Source: an optimization exercise on an open RTL-to-GDS flow (aim: small area). Production flows keep margins and buffers that such runs may drop.
In this exercise RTL edits were held to simulation tests only and were not proved equivalent to the original.
Power is estimated from default activity; no workload was simulated.

==> flow/design.v <==
module seg_decoder(
    input [3:0] digit,
    output reg [6:0] seg
    );
    always @(*) begin
        case(digit)
            4'd0: seg = 7'b1000000;  
            4'd1: seg = 7'b1111001;  
            4'd2: seg = 7'b0100100;  
            4'd3: seg = 7'b0110000;  
            4'd4: seg = 7'b0011001;  
            4'd5: seg = 7'b0010010;  
            4'd6: seg = 7'b0000010;  
            4'd7: seg = 7'b1111000;  
            4'd8: seg = 7'b0000000;  
            4'd9: seg = 7'b0010000;  
            4'ha: seg = 7'b0001000;  
            4'hb: seg = 7'b1000111;  
            4'hc: seg = 7'b1111001;  
            4'hd: seg = 7'b0001110;  
            4'he: seg = 7'b0111111;  
            default: seg = 7'b1111111;  
        endcase
    end
endmodule
module seven_seg_display #(
    parameter SCAN_MSB = 19  
    )(
    input clk,
    input rst,         
    input fail,
    input [15:0] current_time,
    input [15:0] best_time,
    output reg [7:0] an,
    output reg [6:0] seg,
    output dp
    );
    reg dp_reg;
    assign dp = dp_reg;
    reg [SCAN_MSB:0] clkdiv;
    always @(posedge clk) begin
        if (rst) clkdiv <= 0;
        else clkdiv <= clkdiv + 1;
    end
    wire no_record = (best_time == 16'hFFFF);
    wire [3:0] cur_thousands = current_time / 1000;
    wire [3:0] cur_hundreds  = (current_time % 1000) / 100;
    wire [3:0] cur_tens      = (current_time % 100) / 10;
    wire [3:0] cur_ones      = current_time % 10;
    wire [3:0] bst_thousands = no_record ? 4'he : best_time / 1000; 
    wire [3:0] bst_hundreds  = no_record ? 4'he : (best_time % 1000) / 100;
    wire [3:0] bst_tens      = no_record ? 4'he : (best_time % 100) / 10;
    wire [3:0] bst_ones      = no_record ? 4'he : best_time % 10;
    reg [3:0] cur_digit[3:0];
    always @(*) begin
        if(fail) begin
            cur_digit[3] = 4'hd;  
            cur_digit[2] = 4'ha;  
            cur_digit[1] = 4'hc;  
            cur_digit[0] = 4'hb;  
        end else begin
            cur_digit[3] = cur_thousands;
            cur_digit[2] = cur_hundreds;
            cur_digit[1] = cur_tens;
            cur_digit[0] = cur_ones;
        end
    end
    reg [3:0] bst_digit[3:0];
    always @(*) begin
        bst_digit[3] = bst_thousands;
        bst_digit[2] = bst_hundreds;
        bst_digit[1] = bst_tens;
        bst_digit[0] = bst_ones;
    end
    reg [3:0] digit;
    wire [6:0] seg_out;
    seg_decoder decoder(.digit(digit), .seg(seg_out));
    always @(*) begin
        case(clkdiv[SCAN_MSB:SCAN_MSB-2])
            3'b000: begin an = 8'b11111110; digit = cur_digit[0]; end
            3'b001: begin an = 8'b11111101; digit = cur_digit[1]; end
            3'b010: begin an = 8'b11111011; digit = cur_digit[2]; end
            3'b011: begin an = 8'b11110111; digit = cur_digit[3]; end  
            3'b100: begin an = 8'b11101111; digit = bst_digit[0]; end
            3'b101: begin an = 8'b11011111; digit = bst_digit[1]; end
            3'b110: begin an = 8'b10111111; digit = bst_digit[2]; end
            3'b111: begin an = 8'b01111111; digit = bst_digit[3]; end  
        endcase
    end
    always @(*) seg = seg_out;
    always @(*) begin
        case(clkdiv[SCAN_MSB:SCAN_MSB-2])
            3'b011: begin
                if(fail)
                    dp_reg = 1;  
                else
                    dp_reg = 0;  
            end
            3'b111: begin
                if(no_record)
                    dp_reg = 1;  
                else
                    dp_reg = 0;  
            end
            default:
                dp_reg = 1;  
        endcase
    end
endmodule
module clock_divider #(
    parameter TICK_CYCLES = 100000  
    )(
    input clk,          
    input rst,          
    output reg tick_1ms  
    );
    reg [$clog2(TICK_CYCLES)-1:0] count;  
    always @(posedge clk) begin
        if (rst) begin
            count <= 0;
            tick_1ms <= 0;
        end else if (count == TICK_CYCLES - 1) begin
            count <= 0;        
            tick_1ms <= 1;     
        end else begin
            count <= count + 1;  
            tick_1ms <= 0;       
        end
    end
endmodule
module debouncer #(
    parameter STABLE_CYCLES = 1000000  
    )(
    input clk,      
    input rst,      
    input I,        
    output reg O    
    );
    reg [$clog2(STABLE_CYCLES)-1:0] cnt;  
    reg Iv;          
    always @(posedge clk) begin
        if (rst) begin
            cnt <= 0;
            Iv <= 0;
            O <= 0;
        end else if (I == Iv) begin
            if (cnt < STABLE_CYCLES - 1) begin 
                cnt <= cnt + 1;
            end else begin
                O <= I;
            end
        end else begin
            cnt <= 0;
            Iv <= I;
        end
    end
endmodule
module lfsr_random(
    input clk,           
    input rst,           
    input reset,         
    output reg [11:0] random_value  
    );
    reg [11:0] lfsr_reg;  
    wire feedback = lfsr_reg[11] ^ lfsr_reg[3] ^ lfsr_reg[2] ^ lfsr_reg[0]; 
    always @(posedge clk or posedge reset) begin
        if(reset) begin
            lfsr_reg <= 12'hACE;
        end else if(rst) begin
            lfsr_reg <= 12'hACE;
        end else begin
            lfsr_reg <= {lfsr_reg[10:0], feedback};
        end
    end
    always @(*) begin
        random_value = (lfsr_reg % 3001) + 500; 
    end
endmodule
module reaction_timer(
    input clk,          
    input tick_1ms,     
    input start,        
    input stop,         
    input reset,        
    input rst,          
    output reg [15:0] time_ms
    );
    reg running;  
    always @(posedge clk or posedge reset) begin
        if(reset) begin
            time_ms <= 0;        
            running <= 0;        
        end else if(rst) begin
            time_ms <= 0;
            running <= 0;
        end else begin
            if(start) begin
                running <= 1;    
                time_ms <= 0;    
            end else if(stop) begin
                running <= 0;    
            end else if(running && tick_1ms) begin
                time_ms <= time_ms + 1;  
            end
        end
    end
endmodule
module max_record_tracker(
    input clk,
    input rst,
    input sync_rst,    
    input update,
    input [15:0] current_time,
    output reg [15:0] best_time
    );
    always @(posedge clk or posedge rst) begin
        if(rst) begin
            best_time <= 16'hFFFF;  
        end else if(sync_rst) begin
            best_time <= 16'hFFFF;
        end else if(update) begin
            if(current_time < best_time)
                best_time <= current_time;  
        end
    end
endmodule
module reaction_game_top(
    input CLK100MHZ,    
    input RST,          
    input BTNC,         
    input BTNL,         
    input BTNR,         
    output [6:0] SEG,   
    output [7:0] AN,    
    output DP,          
    output LED15        
    );
    localparam TICK_CYCLES   = 100;
    localparam STABLE_CYCLES = 1000;
    localparam SCAN_MSB      = 9;
    wire btnc_deb, btnl_deb, btnr_deb;
    debouncer #(.STABLE_CYCLES(STABLE_CYCLES)) db_start(.clk(CLK100MHZ), .rst(RST), .I(BTNC), .O(btnc_deb));
    debouncer #(.STABLE_CYCLES(STABLE_CYCLES)) db_react(.clk(CLK100MHZ), .rst(RST), .I(BTNL), .O(btnl_deb));
    debouncer #(.STABLE_CYCLES(STABLE_CYCLES)) db_reset(.clk(CLK100MHZ), .rst(RST), .I(BTNR), .O(btnr_deb));
    wire tick_1ms;
    clock_divider #(.TICK_CYCLES(TICK_CYCLES)) clkdiv(.clk(CLK100MHZ), .rst(RST), .tick_1ms(tick_1ms));
    wire [11:0] random_delay;
    lfsr_random lfsr(
        .clk(CLK100MHZ),
        .rst(RST),
        .reset(btnr_deb),           
        .random_value(random_delay)
    );
    wire [15:0] reaction_time;
    reg timer_start;
    reg timer_stop;
    reg timer_reset;
    reaction_timer rt(
        .clk(CLK100MHZ),
        .tick_1ms(tick_1ms),
        .start(timer_start),
        .stop(timer_stop),
        .reset(timer_reset),
        .rst(RST),
        .time_ms(reaction_time)
    );
    wire [15:0] best_time;
    reg record_reset;
    reg fail;
    reg timer_stop_d;
    always @(posedge CLK100MHZ) begin
        if(RST) timer_stop_d <= 0;
        else timer_stop_d <= timer_stop;
    end
    wire update_record = (!fail && timer_stop && !timer_stop_d);
    max_record_tracker mr(
        .clk(CLK100MHZ),
        .rst(record_reset),
        .sync_rst(RST),
        .update(update_record),
        .current_time(reaction_time),
        .best_time(best_time)
    );
    reg [2:0] state;
    localparam S_IDLE=0, S_WAIT_RANDOM=1, S_LED_ON=2, S_WAIT_REACT=3, S_SHOW=4;
    reg [15:0] delay_counter;
    reg LED_reg;
    assign LED15 = LED_reg;
    always @(posedge CLK100MHZ) begin
        if(RST) begin
            state <= S_IDLE;
            record_reset <= 0;
            timer_reset <= 0;
            LED_reg <= 0;
            timer_start <= 0;
            timer_stop <= 0;
            fail <= 0;
            delay_counter <= 0;
        end else if(btnr_deb) begin
            state <= S_IDLE;
            record_reset <= 1;
            timer_reset <= 1;
            LED_reg <= 0;
            timer_start <= 0;
            timer_stop <= 0;
            fail <= 0;
        end else begin
            record_reset <= 0;
            timer_reset <= 0;
            case(state)
                S_IDLE: begin
                    LED_reg <= 0;
                    timer_start <= 0;
                    timer_stop <= 0;
                    fail <= 0;
                    if(btnc_deb) begin
                        state <= S_WAIT_RANDOM;
                    end
                end
                S_WAIT_RANDOM: begin
                    delay_counter <= random_delay; 
                    if(btnl_deb) begin
                        fail <= 1;
                        state <= S_SHOW;
                    end else begin
                        state <= S_LED_ON;
                    end
                end
                S_LED_ON: begin
                    if(btnl_deb) begin
                        fail <= 1;
                        state <= S_SHOW;
                    end else if(tick_1ms) begin
                        if(delay_counter > 0) begin
                            delay_counter <= delay_counter - 1;
                        end else begin
                            LED_reg <= 1;
                            timer_start <= 1; 
                            state <= S_WAIT_REACT;
                        end
                    end
                end
                S_WAIT_REACT: begin
                    timer_start <= 0;  
                    if(btnl_deb) begin
                        timer_stop <= 1;  
                        LED_reg <= 0;
                        state <= S_SHOW;
                    end else begin
                        timer_stop <= 0;
                        if(reaction_time >= 16'd10000) begin
                            fail <= 1;
                            LED_reg <= 0;
                            state <= S_SHOW;
                        end
                    end
                end
                S_SHOW: begin
                    timer_start <= 0;
                    timer_stop <= 0;
                    if(btnc_deb) begin
                        timer_reset <= 1;
                        fail <= 0;
                        state <= S_WAIT_RANDOM;
                    end
                end
                default: state <= S_IDLE;
            endcase
        end
    end
    seven_seg_display #(.SCAN_MSB(SCAN_MSB)) ssd(
        .clk(CLK100MHZ),
        .rst(RST),
        .fail(fail),
        .current_time(reaction_time),
        .best_time(best_time),
        .an(AN),
        .seg(SEG),
        .dp(DP)
    );
endmodule
==> flow/run.sh <==
#!/bin/bash
# synth_recipe.tcl (not shown) runs the flow's synth.tcl, then flattens the netlist and writes it again
# the make line also repeats each setting of config.mk as NAME=value (left out here)
make -C /OpenROAD-flow-scripts/flow DESIGN_CONFIG=/design/flow/config.mk WORK_HOME=/design/flow/orfs CLKGATE_MAP_FILE= SYNTH_SCRIPT=/design/flow/synth_recipe.tcl finish
==> flow/config.mk <==
export PLATFORM = sky130hd
export DESIGN_NAME = reaction_game_top
export DESIGN_NICKNAME = reaction_game_top
export VERILOG_FILES = /design/flow/design.v
export SDC_FILE = /design/flow/constraint.sdc
export NUM_CORES = 4
export LEC_CHECK = 0
export CAP_MARGIN = 20
export CORE_MARGIN = 2
export CORE_UTILIZATION = 40
export SLEW_MARGIN = 20
==> flow/constraint.sdc <==
create_clock -name core_clock -period 100.0 [get_ports {CLK100MHZ}]
set_input_delay 20.0000 -clock core_clock [delete_from_list [all_inputs] [get_ports {CLK100MHZ}]]
set_output_delay 20.0000 -clock core_clock [all_outputs]
set_load 0.01 [all_outputs]
==> notes.md <==
status=no timing/DRC/antenna violations; row count=97; DR WL/cell=between 15 and 20 um; clock buffer depth=2; H-tree levels=4; Clock Skew=between 0.015 and 0.02 ns; accumulated negative setup slack=0 ns; cells after synthesis=just over 4,000; Port Buffers=21; Layout fillers=7,381; sequential fraction of the synthesis area=0.0977; register area=about 2800 um2; Syn Nets=4,175; CP Class=flop to output port; hold crit path type=flop to asynchronous set/reset pin; total gr overflow=0; drt total wl=around 84 mm; largest net degree at the start of global routing=50; final worst path period share=0.350; Cell variety after synth=about 160; clock sink count=125; main flop type after synthesis=dfxtp_1; post-route worst setup slack=~65 ns; leading cell type in the layout, fill and taps excluded=nor2_1; Core Util, Final=0.420; Crit. End Element=output port; Post-synth EDFFs=0; final hold violations=0; CP startpoint kind=flop; # setup viols final=0; Initial DRC Count=between 2,000 and 3,000; top cell type's share of synthesized area=0.0588; Synth area leaders=nor2_1 (5.9%), dfxtp_1 (5.7%), xnor2_1 (5.5%), nand2_1 (5.4%), a21oi_1 (4.8%); Die H=about 270 um; Final #Nets=around 4,000; GRT Util Overall=0.218; P&R area growth vs syn=4.19%; power per cell area=around 5.5 nW/um2; antenna viol nets, final=0; initial core utilization=0.403; slew margin rel.=0.312; layout cells sized above 1=0.0910; Initial DRT Pass Iterations=6; clock latency on the worst-skew pair=about 0.44 ns; unrepaired setup endpoints after global routing=no; worst reg2reg path depth=24; max-slew violations=0; initial antenna violation count=0; Max-Cap Viols=0; die width=270 um; Vias=31,428; # resized after CTS=0; multi-input logic area=about 24,000 um2; Reg clk slew, reported paths=0.06 ns; most frequent cells in the layout=nor2_1 (442), nand2_1 (406), a21oi_1 (269); WHS=between 0.2 and 0.3 ns; total leakage power=about 10 nW; CP max-delay cell=a2111oi_2; first-pass GRT wire length=between 100 and 150 mm; DP Worst Slack=around 66 ns; Max Clk Rate=~29 MHz; area leader, netlist=nor2_1; worst path required time=about 80 ns; flops & latches, synth=between 100 and 150; full die area=72,600 um2; Mapped Area=28,200 um2; Root Driver=clkbuf_16; maximum fanout along the worst path=40; Post-route DRC=0; Antenna Cells=0; Ports=22; Syn. warnings=10; post-route minimum period=35.04 ns; hold_buf cts=0; DP HPWL=~63 mm; CTS tree=yes; vias per cell=6.39; mean post-synth cell area=a little under 7 um2; Worst-Margin Slew=1.03 ns; registers with the most flip-flops=delay_counter (16), mr.best_time (16), rt.time_ms (16); placer congestion estimate=slightly above 0.9; CP Data Arrival Time=roughly 15 ns; Core ar.=~70,000 um2; maximum VDD drop=about 9.0 uV; CTS Buf Count=17; Setup Buffers After CTS=0; Critical Path Max Stage Delay=slightly above 0.7 ns; Post-synth ARST share=0.360; vias in the first global route=28,192
==> synthesized netlist by cell type, types with 26 or more instances <==
master     instances
a211o_1           26
a211oi_1          89
a21o_1            37
a21oi_1          269
a31oi_1           60
and2_1            54
and3_1            71
buf_2             55
clkbuf_1         140
dfxtp_1           80
ha_1              41
inv_1             88
mux2_2            26
mux2i_1           75
nand2_1          406
nand2b_1          46
nand3_1          172
nand4_1           70
nor2_1           442
nor2b_1           43
nor3_1           158
nor4_1            40
o2111ai_1         32
o211ai_1          90
o21a_1            48
o21ai_0          233
o21ai_1           42
o22ai_1           38
o31a_1            26
o31ai_1           43
or2_2             43
or3_1             53
xnor2_1          178
xor2_1            62
==> through the flow <==
step	cell area, um2	instances	total power, mW
6_report	29400	4920	0.160
5_1_grt	29400	4920	0.169
4_1_cts	29400	4920	0.162
3_5_place_dp	28800	4888	0.0987
3_3_place_gp	28800	4888	0.0987
2_1_floorplan	28200	4129	0.0884
==> area by class of cell <==
cell class,count,share of cell area
repair buffers,58,0.0164
clock buffers,17,0.0145
flip-flops and latches,125,0.0938
clock inverters,15,0.00592
multi-input cells,3666,0.817
well taps,940,0.0400
inverters,99,0.0126
==> metal layers <==
| metal | track usage | share of wire |
|---|---|---|
| met1 | 0.293 | 0.47 |
| met2 | 0.373 | 0.47 |
| met3 | 0.0152 | 0.043 |
| met4 | 0.0639 | 0.022 |
| met5 | 0 | 0 |
==> final timing paths <==
path | startpoint | endpoint | slack (ns)
max in group asynchronous | timer_reset$_SDFF_PP0_ | rt.time_ms[1]$_DFFE_PP0P_ | 99.28
setup reg to reg | mr.best_time[1]$_DFFE_PP1P_ | mr.best_time[0]$_DFFE_PP1P_ | 95.16
hold / removal | timer_reset$_SDFF_PP0_ | rt.running$_DFFE_PP0P_ | 0.29
setup / recovery | rt.time_ms[13]$_DFFE_PP0P_ | SEG[0] | 64.96
hold reg to reg | timer_reset$_SDFF_PP0_ | rt.running$_DFFE_PP0P_ | 0.29
min in group core_clock | ssd.clkdiv[0]$_SDFF_PP0_ | ssd.clkdiv[0]$_SDFF_PP0_ | 0.45
==> worst max-delay path, delay by kind of cell (launching register included) <==
family / cells / cell delay, ns
AOI/OAI and AO/OA: 15 / 4.96
and+or+nand+nor: 17 / 5.79
buffers and inverters: 2 / 0.78
adders and majority gates: 1 / 0.41
DFF: 1 / 0.45
muxes: 5 / 2.16
==> power breakdown <==
| group | switching [mW] | total [mW] | internal, mW |
|---|---|---|---|
| clock network | 0.0266 | 0.0621 | 0.0355 |
| registers | 0.00482 | 0.0584 | 0.0536 |
| logic | 0.0232 | 0.0398 | 0.0166 |
| total | 0.0546 | 0.160 | 0.106 |
==> logic make-up after synthesis <==
logic type      count (synthesis)  synth area share
buf+inv                       338            0.0516
compound gates               1495             0.391
simple gates                 1751             0.313
mux                           106            0.0403
fa+ha+maj                      67            0.0275
xor+xnor                      247            0.0796
flops                         125            0.0977

==> what the ideal ports hide <==
In the flow no input, the clock included, has a driving cell. The finished layout below was timed again as built, in two steps. Step 1, drivers: a clkbuf_16 drives CLK100MHZ and a buf_2 each remaining input, both assumed. Step 2 also shifts input and output timing later by t, the mid clock arrival at the registers, as if the neighbouring blocks saw the same clock. a / b / c = ideal / step 1 / step 2; a / b = the first two.
t, ns: 0.480
setup slack, ns: 64.959 / 64.912 / 65.393
slew at the worst register clock pin (ns): 0.06 / 0.06
worst data-port slew with drivers (ns): 0.03
cell pins on the clock port's net: 1
After both steps this run still meets setup and hold. For this run, drivers alone change the setup slack by -0.047 ns; drivers and shift together by +0.434 ns.
